This design comes from an exercise in tuning for small area on the open sky130 flow, not from production work. In this exercise RTL edits were held to simulation tests only and were not proved equivalent to the original.

==> inputs of run D <==
Design TopLevel, start of the top module:
module TopLevel(Clk, Rst, v0, v1, imem_addr, imem_data, dmem_addr, dmem_wdata, dmem_we, dmem_re, dmem_rdata, sad_re, sad_addr, sad_rdata);
clock: 20.0 ns
lec_check: 0
abc_area: 1
cap_margin: 35
core_margin: 2
core_utilization: 40
place_density: 0.55
slew_margin: 30
standard.sh (not shown) runs the stock make flow with config.mk's settings and CLKGATE_MAP_FILE= SYNTH_SCRIPT=/design/flow/synth_recipe.tcl, a recipe that flattens the netlist after the stock synthesis.
==> flow/flow/run.sh <==
#!/bin/bash
# The standard layout (the standard.sh: standard synthesis, floorplan,
# placement, CTS, routing, finish) with two layout choices changed:
#  - the port buffers are the smallest buffer cell (buf_1) instead of the
#    resizer's default pick; every port still gets its own buffer;
#  - CTS builds the tree from clkbuf_16 with larger sink clusters and inserts
#    no dummy balancing loads.
# The make output goes to standard_flow.log; ORFS keeps each step's log
# under orfs/logs.
set -euo pipefail
export BUFFER_PORTS_ARGS="-buffer_cell sky130_fd_sc_hd__buf_1"
export CTS_ARGS="-sink_clustering_enable -repair_clock_nets -buf_list sky130_fd_sc_hd__clkbuf_16 -sink_clustering_size 30 -sink_clustering_max_diameter 80 -dont_use_dummy_load"
bash standard.sh finish > standard_flow.log 2>&1
==> run X (differences from run D) <==
==> flow/run.sh (new file) <==
#!/bin/bash
# synth_recipe.tcl (not shown) runs the flow's synth.tcl, then flattens the netlist and writes it again
# the make line also repeats each setting of config.mk as NAME=value (left out here)
make -C /OpenROAD-flow-scripts/flow DESIGN_CONFIG=/design/flow/config.mk WORK_HOME=/design/flow/orfs CLKGATE_MAP_FILE= SYNTH_SCRIPT=/design/flow/synth_recipe.tcl finish
- ABC_AREA: 1 -> unset
- CAP_MARGIN: 35 -> 20
- CORE_UTILIZATION: 40 -> 30
- PLACE_DENSITY: 0.55 -> 0.45
- SLEW_MARGIN: 30 -> 20
removed: flow/flow/run.sh
removed: flow/standard.sh
==> results.toml <==
[synthesis]
yosysMostFrequentCell = "nor2_1"
netlist_top_cells_count = "nor2_1, o21ai_0, dfxtp_1, inv_1, fa_1"

[clock_tree]
htreeDepth = 4

[status]
outcome = "timing/DRC/antenna clean"

[die]
fp.dieArea_sq_um = 462000
num_rows = 248

[layout]
nMultiInputCombCells = 14000
inv_count = 1931
final_common_cell = "nor2_1"

[grt]
grt_pass1_vias = 145000

[setup_path]
required_ps = 20820
The numbers above come from run D.

==> results.toml <==
[synthesis]
yosysMostFrequentCell = "nand2_1"
synthArstFlopShare = 0

[setup_path]
required_ps = 20840

[status]
outcome = "timing/DRC/antenna clean"

[layout]
inv_count = 1493
nMultiInputCombCells = 12900

[grt]
grt_pass1_vias = 144000

[die]
fp.dieArea_sq_um = 625000
num_rows = 288

[sta]
tightest_slew_ps = 1370
The numbers above come from run X.



==> run a <==
Starting RTL as in the previous note.
==> flow/design.v (excerpt) <==
module TopLevel(Clk, Rst, v0, v1, imem_addr, imem_data, dmem_addr, dmem_wdata, dmem_we, dmem_re, dmem_rdata, sad_re, sad_addr, sad_rdata);
input Clk, Rst;
output  [31:0] v0;
output  [31:0] v1;
output [9:0]   imem_addr;
input  [31:0]  imem_data;
output [14:0]  dmem_addr;
output [31:0]  dmem_wdata;
output         dmem_we;
output         dmem_re;
input  [31:0]  dmem_rdata;
output         sad_re;
output [239:0] sad_addr;
input  [511:0] sad_rdata;
integer k;
reg  [31:0] PC;
reg  [31:0] Instr_D;
reg         fl_D;           
wire [29:0] pcinc;
wire        pcinc_co;
rca #(30) pcadd(.a(PC[31:2]), .b(30'd0), .ci(1'b1), .s(pcinc), .co(pcinc_co));
wire [31:0] PC4_F = {pcinc, PC[1:0]};
assign imem_addr = PC[11:2];
wire [31:0] PC4_D = fl_D ? 32'd0 : PC;
wire [4:0] rs_n = Instr_D[25:21];
wire [4:0] rt_n = Instr_D[20:16];
wire [4:0] rd_n = Instr_D[15:11];
wire [4:0] c_ALUOp; wire [1:0] c_RegDst, c_SEH_Mux, c_BitsIn, c_sadRW;
  ...
==> flow/config.mk <==
export PLATFORM = sky130hd
export DESIGN_NAME = TopLevel
export DESIGN_NICKNAME = TopLevel
export VERILOG_FILES = /design/flow/design.v
export SDC_FILE = /design/flow/constraint.sdc
export NUM_CORES = 4
export LEC_CHECK = 0
export ABC_AREA = 1
export CAP_MARGIN = 35
export CORE_MARGIN = 2
export CORE_UTILIZATION = 40
export PLACE_DENSITY = 0.55
export SLEW_MARGIN = 30
==> flow/constraint.sdc <==
create_clock -name core_clock -period 20.0 [get_ports {Clk}]
set_input_delay 4.0000 -clock core_clock [delete_from_list [all_inputs] [get_ports {Clk}]]
set_output_delay 4.0000 -clock core_clock [all_outputs]
set_load 0.01 [all_outputs]
==> flow/flow/run.sh <==
#!/bin/bash
# The standard layout (the standard.sh: standard synthesis, floorplan,
# placement, CTS, routing, finish) with two layout choices changed:
#  - the port buffers are the smallest buffer cell (buf_1) instead of the
#    resizer's default pick; every port still gets its own buffer;
#  - CTS builds the tree from clkbuf_16 with larger sink clusters and inserts
#    no dummy balancing loads.
# The make output goes to standard_flow.log; ORFS keeps each step's log
# under orfs/logs.
set -euo pipefail
export BUFFER_PORTS_ARGS="-buffer_cell sky130_fd_sc_hd__buf_1"
export CTS_ARGS="-sink_clustering_enable -repair_clock_nets -buf_list sky130_fd_sc_hd__clkbuf_16 -sink_clustering_size 20 -sink_clustering_max_diameter 60 -dont_use_dummy_load"
bash standard.sh finish > standard_flow.log 2>&1
==> run b: changes against run a <==
==> flow/flow/run.sh (replaced) <==
#!/bin/bash
# The standard layout (the standard.sh: standard synthesis, floorplan,
# placement, CTS, routing, finish) with three layout choices changed:
#  - the port buffers are the smallest buffer cell (buf_1) instead of the
#    resizer's default pick; every port still gets its own buffer;
#  - CTS uses clkbuf_8 and inserts no dummy balancing loads;
#  - after routing-stage timing repair, non-critical gates are downsized.
set -euo pipefail
export BUFFER_PORTS_ARGS="-buffer_cell sky130_fd_sc_hd__buf_1"
export CTS_ARGS="-sink_clustering_enable -repair_clock_nets -buf_list sky130_fd_sc_hd__clkbuf_8 -dont_use_dummy_load"
export RECOVER_POWER=100
bash standard.sh finish > standard_flow.log 2>&1
CAP_MARGIN = 20   (was 35)
SLEW_MARGIN = 20   (was 30)
==> run c: changes against run a <==
--- a/flow/flow/run.sh
+++ b/flow/flow/run.sh
@@ -11,3 +11,3 @@
 export BUFFER_PORTS_ARGS="-buffer_cell sky130_fd_sc_hd__buf_1"
-export CTS_ARGS="-sink_clustering_enable -repair_clock_nets -buf_list sky130_fd_sc_hd__clkbuf_16 -sink_clustering_size 20 -sink_clustering_max_diameter 60 -dont_use_dummy_load"
+export CTS_ARGS="-sink_clustering_enable -repair_clock_nets -buf_list sky130_fd_sc_hd__clkbuf_16 -sink_clustering_size 30 -sink_clustering_max_diameter 80 -dont_use_dummy_load"
 bash standard.sh finish > standard_flow.log 2>&1
CAP_MARGIN = 20   (was 35)
SLEW_MARGIN = 20   (was 30)
==> reports/results.env <==
FINAL_SETUP_MARGIN_PS=2421
INSERTION_DELAY_PS=970
CELL_AREA_AFTER_LAYOUT_UM2=198700
POST_DP_HPWL_UM=585200
CLK_TRANSITION_REPORTED_PATHS_PS=80
WORST_SETUP_PATH_STARTPOINT='Fr[5][0]'
NETS=23248
CP_MAX_FO=33
WORST_CLOCK_SKEW_PS=137.2
GLOBALROUTETOTALUTIL_PCT=33.55
STATUS='finished clean'
DPL-INSTANCE-AREA_UM2=191000
WORSTPATHBUFFERINVERTERCOUNT=6
REG2REG_SETUP_SLACK_PS=2420
MULTIINPUTGATEAREA_UM2=100300
FINAL_CORE_UTIL_PCT=43.61
That was run a.
==> reports/results.env <==
TIMING.FINAL.MAX_SLEW_VIOLATIONS=4442
CLK_TRANSITION_REPORTED_PATHS_PS=60
GLOBALROUTETOTALUTIL_PCT=33.72
STATUS='finished with violations'
FAILED_LAYOUT_CHECKS='capacitance limit, slew limit'
FINAL_CORE_UTIL_PCT=43.36
WORST_SETUP_PATH_STARTPOINT='Fr[2][0]'
CP_MAX_FO=21
MAX_CAP_VIOL_COUNT=106
POST_DP_HPWL_UM=585000
INSERTION_DELAY_PS=1260
That was run b.
==> reports/results.env <==
NETS=23091
FINAL-HOLD-VIOLATION-COUNT=0
FINAL_CORE_UTIL_PCT=42.80
STATUS='finished clean'
WORSTPATHBUFFERINVERTERCOUNT=6
WORST_CLOCK_SKEW_PS=111.4
REG2REG_SETUP_SLACK_PS=2500
CLK_PATH_BUF_DEPTH=4
POST_DP_HPWL_UM=585000
CLK_TRANSITION_REPORTED_PATHS_PS=100
GLOBALROUTE.BUSIESTLAYER='met2'
MULTIINPUTGATEAREA_UM2=100300
CP_MAX_FO=33
FINAL_SETUP_MARGIN_PS=2499
That was run c.

afterwards: timing with drivers on the ports:
No port has a modelled driver above. Below, the same layouts with a new extraction and two added sets of constraints. Step 1 sets driving cells, clkbuf_16 on the clock port and buf_2 on the other inputs (assumed; they add their load-dependent delay and slew). Step 2, shift: input delay + t, output delay - t, t = (earliest + latest rising clock arrival at the registers) / 2. This alone moves slack from input paths to output paths. Slacks: ideal / step 1 / step 2; pairs: ideal / step 1.
run | t (ns) | slack for setup (ns) | worst setup path after step 2 | worst data-port slew with drivers (ns)
run D | 1.035 | 2.438 / 2.438 / 2.438 | register to register | 0.26
run X | 1.124 | 2.419 / 2.419 / 2.419 | register to register | 0.47
run a | 1.026 | 2.421 / 2.421 / 2.421 | register to register | 0.25
run b | 1.291 | 1.254 / 1.254 / 1.107 | input to register | 0.27
run c | 1.056 | 2.499 / 2.499 / 2.499 | register to register | 0.27
For run b, which loses most, drivers alone change the setup slack by 0.000 ns; drivers and shift together by -0.147 ns.
